Context: an optimization exercise on an open-source flow, tuned for small area, a short achievable clock period and few clock cycles per item. The choices shown serve that exercise and are no tape-out recipe. Function was checked by simulation only, so behaviour that the tests miss may differ from the original. Power figures rest on the tool's default switching activity, not on a simulated workload.

==> design.v <==
module filter(
        input clock,
        input reset,
        input start,
        output reg done,
        input  [15:0] data_in,
        output reg [15:0] data_out
    );
    reg signed [15:0] x0, x1, x2, x3, x4, x5, x6, x7;
    always @(posedge clock) begin
        if (reset) begin
            x0 <= 16'sd0; x1 <= 16'sd0; x2 <= 16'sd0; x3 <= 16'sd0;
            x4 <= 16'sd0; x5 <= 16'sd0; x6 <= 16'sd0; x7 <= 16'sd0;
        end else if (start) begin
            x0 <= data_in; x1 <= x0; x2 <= x1; x3 <= x2;
            x4 <= x3; x5 <= x4; x6 <= x5; x7 <= x6;
        end
    end
    wire signed [16:0] a = x0 + x7;
    wire signed [16:0] b = x1 + x6;
    wire signed [16:0] c = x2 + x5;
    wire signed [16:0] d = x3 + x4;
    wire signed [23:0] y = 2*a + 12*b + 42*c + 71*d;
    always @(posedge clock) begin
        if (reset) begin
            done <= 1'b0;
            data_out <= 16'd0;
        end else begin
            done <= start;
            data_out <= y[23:8];
        end
    end
endmodule
==> run.sh <==
#!/bin/bash
# synth_recipe.tcl (not shown) runs the flow's synth.tcl, then flattens the netlist and writes it again
# the make line also repeats each setting of config.mk as NAME=value (left out here)
make -C /OpenROAD-flow-scripts/flow DESIGN_CONFIG=/design/flow/config.mk WORK_HOME=/design/flow/orfs CLKGATE_MAP_FILE= SYNTH_SCRIPT=/design/flow/synth_recipe.tcl finish
==> config.mk <==
export PLATFORM = sky130hd
export DESIGN_NAME = filter
export DESIGN_NICKNAME = filter
export VERILOG_FILES = /design/flow/design.v
export SDC_FILE = /design/flow/constraint.sdc
export NUM_CORES = 4
export LEC_CHECK = 0
export CAP_MARGIN = 20
export CORE_MARGIN = 2
export CORE_UTILIZATION = 40
export SLEW_MARGIN = 20
==> constraint.sdc <==
create_clock -name core_clock -period 10.0 [get_ports {clock}]
set_input_delay 2.0000 -clock core_clock [delete_from_list [all_inputs] [get_ports {clock}]]
set_output_delay 2.0000 -clock core_clock [all_outputs]
set_load 0.01 [all_outputs]
==> run_results.csv <==
group,metric,value,unit
sta,max_freq,112.2,MHz
yosys,synth_cell_types,54,
sta,fin_crit_sh,89.09,%
clock_tree,clockBufferDepth,2,
drt,drtIter0Drc,465,
clock_tree,post_cts_resized,0,
yosys,synth_fp_nets,1808,
grt,grt_max_degree,78,
critical_path,start_kind,"flip-flop",
clock_tree,numCtsBuffers,17,
sta,worst_pin_slew,1.005,ns
power,p_per_area,102.4,mW/mm2
critical_path,critPathMaxStageDelay,0.54,ns
die,start_util,40.52,%
power,design_power_total,1.529,mW
status,outcome,"no timing/DRC/antenna violations",
critical_path,critPathKind,"reg -> reg",
power,p_switching,0.4411,mW
die,fp.dieW,188.1,um
yosys,synth_edf_count,0,
clock_tree,cts_max_level,4,
sta,hold_violations,0,
placed_design,dpl_cell_area,0.01436,mm2
sta,rsz0062_at_grt,"false",
power,p_int,1.088,mW
critical_path,endpoint_kind,"flip-flop",
drt,via_count,9610,
critical_path,worstPathArrival,9.29,ns
yosys,synth_flop_cell,"dfxtp_1",
grt,gr-total-overflow,0,
drt,drc,0,
sta,setup_viol,0,
yosys,syn-instance-count,1473,
drt,postRouteAntennaNets,0,
critical_path,crit_path_max_fanout,5,
clock_tree,cts.hold.buffers_added,0,
clock_tree,cts_setup_buffers,0,
clock_tree,clock_latency,0.44,ns
yosys,ys_seq_elements,145,
finish,synthToLayoutAreaGrowth,10.19,%
power,power_leakage,7.618,nW
sta,fin_skew,0.01139,ns
power,clockPowerShare,41.9,%
grt,grt_pass1_vias,9451,
yosys,synthesis.area,0.01355,mm2
sta,holdWs,0.4959,ns
yosys,yosys_warnings,1,
die,coreArea,0.03345,mm2
yosys,postSynthAreaPerCell,9.202,um2
grt,antenna_found_initial,0,
clock_tree,root_buffer,"clkbuf_16",
die,fp.dieH,188.1,um
drt,first_pass_iters,5,
finish,final_nets,1833,
drt,wire_per_inst,14.44,um
critical_path,crit_required,10.38,ns
die,ioPinCount,36,
finish,final_cell_mix,"inv_1, ha_1, nor2_1",
power,p_seq_share,39.7,%
clock_tree,cts_tree,"done",
clock_tree,cts.sinks,145,
sta,tns,0,ns
finish,nFillCells,3219,
finish,fin_area,0.01494,mm2
finish,diodes,0,
grt,grt_pass1_wl,47580,um
critical_path,r2r_slack,1.09,ns
run,maxCapViolations,0,
drt,drt-total-wl,28290,um
yosys,seq_area_frac_synth,21.42,%
power,combPwrFrac,18.4,%
sta,fin_crit,8.909,ns
placed_design,hpwl,22730,um
finish,drive_gt1_share,2.912,%
critical_path,cp_slowest_cell,"fa_1",
die,core.rowCount,67,
power,irDropWorstVdd,124.3,uV
sta,maxSlewHeadroom,33.01,%
placed_design,finalWeightedCongestion,0.8169,
clock_tree,cts.clk_slew.worst_paths,0.07,ns
yosys,async_flop_share,0,%
yosys,synth_top_cell_by_area,"dfxtp_1",
die,die-area,0.03537,mm2
finish,mostFrequentLayoutCell,"inv_1",
drt,via_per_inst,4.906,
grt,track_usage,16.77,%
yosys,synth_area_leaders,"dfxtp_1, ha_1, fa_1",
power,swShare,28.86,%
min_path,hold_path.class,"reg -> reg",
yosys,synth_top_area_share,21.42,%
sta,final_max_slew_viol_count,0,
placed_design,numPortBuffers,35,
flip-flops by register name, summed over array words and instances (netlist names):
register / cells
x3: 16
x4: 16
x1: 16
x5: 16
data_out: 16
x0: 16
x2: 16
x7: 16
done: 1
x6: 16
power by group through the flow:
stage          Clock, mW  Sequential (mW)  Combinational [mW]
5_1_grt            0.679            0.609               0.324
2_1_floorplan          0            0.622               0.203
3_3_place_gp           0            0.619               0.279
6_report           0.640            0.606               0.282
3_5_place_dp           0            0.620               0.283
4_1_cts            0.658            0.607               0.286
logic make-up (layout without fill, tap and decap cells):
| group | Yosys count | in the layout | share of synthesized area (%) |
|---|---|---|---|
| mux | 128 | 128 | 9.453 |
| simple gates | 321 | 321 | 10.28 |
| buf+inv | 267 | 305 | 7.394 |
| compound gates | 198 | 198 | 9.600 |
| xor+xnor | 98 | 98 | 6.536 |
| flops | 145 | 145 | 21.42 |
| fa+ha+maj | 316 | 316 | 35.32 |
Yosys cell counts, drive strengths merged, types with 5 or more instances:
master and instances:
a211oi 6, a21o 23, a21oi 62, and3 10, buf 12, clkbuf 19
dfxtp 145, fa 111, ha 205, inv 236, mux2i 128, nand2 33
nand2b 7, nand3 26, nor2 196, nor2b 11, nor3 20, o211ai 5
o21a 8, o21ai 45, o21bai 11, o31ai 5, o41ai 7, or3 6
xnor2 69, xor2 27
per-stage QoR:
step,utilization [%],std cells,worst slack (ns)
final,44.65,1959,1.091
after detailed placement,42.94,1927,1.052
after global routing,44.65,1959,0.4060
after CTS,44.65,1959,1.021
after floorplan,-,1473,1.862
after global placement,42.94,1927,1.218
critical path: cells and delay by family (launching register included):
family | cells | cell delay [ns]
XOR/XNOR | 2 | 0.53
AND/OR/NAND/NOR | 3 | 0.36
AO/OA/AOI/OAI | 18 | 3.79
buffers and inverters | 4 | 0.19
flip-flops | 1 | 0.34
adder cells (fa/ha/maj) | 9 | 3.63
final cells by class:
cell class,instances,area (um2),area share [%]
Clock buffer,22,474.2,3.175
Tap cell,448,560.5,3.753
Timing Repair Buffer,37,364.1,2.438
Inverter,236,885.9,5.931
Clock inverter,10,98.84,0.6618
Multi-Input combinational cell,1061,9649,64.61
Sequential cell,145,2903,19.44
layer usage:
| metal | track usage (%) | share of wire, % | up-vias |
|---|---|---|---|
| met4 | 4.543 | 1.3 | 0 |
| met3 | 2.227 | 2.5 | 30 |
| met2 | 24.98 | 42 | 105 |
| li1 | - | - | 4929 |
| met1 | 25.28 | 54 | 4546 |
| met5 | 0 | 0 | - |
path summary, 6_finish.rpt:
path	end	from	cells past startpoint
max	data_out[15]$_SDFF_PP0_	x2[1]$_SDFFE_PP0P_	36
min	x7[9]$_SDFFE_PP0P_	x7[9]$_SDFFE_PP0P_	2
max reg2reg	data_out[15]$_SDFF_PP0_	x2[1]$_SDFFE_PP0P_	36
min reg2reg	x7[9]$_SDFFE_PP0P_	x7[9]$_SDFFE_PP0P_	2
Testbench counts, summed over its fixed seeds: cycles 2,064, samples 2,048.

==> what the ideal ports hide <==
The flow's constraints put no driver on any port. The routed layout listed below was extracted and timed again, unchanged, in two steps. Step 1: set_driving_cell puts a clkbuf_16 on clock and a buf_2 on each other input, an assumption about the parent block. Step 2 adds t to the input delays and takes it off the output delays; t is the mean of the earliest and latest rising clock arrival at the registers after step 1. Input paths then give back, and output paths get back, about the clock's delay inside the block. Three values: no drivers, after step 1, after step 2; two values: the first two.
t (ns): 0.490
setup slack, ns: 1.091 / 1.091 / 1.091
latest minus earliest clock arrival (ns): 0.012 / 0.012
slew at the worst register clock pin (ns): 0.07 / 0.07
pins driven straight from the clock port: 1
After both steps this run still meets setup and hold. The setup slack of this run moves by 0.000 ns with the drivers and by 0.000 ns with both steps.
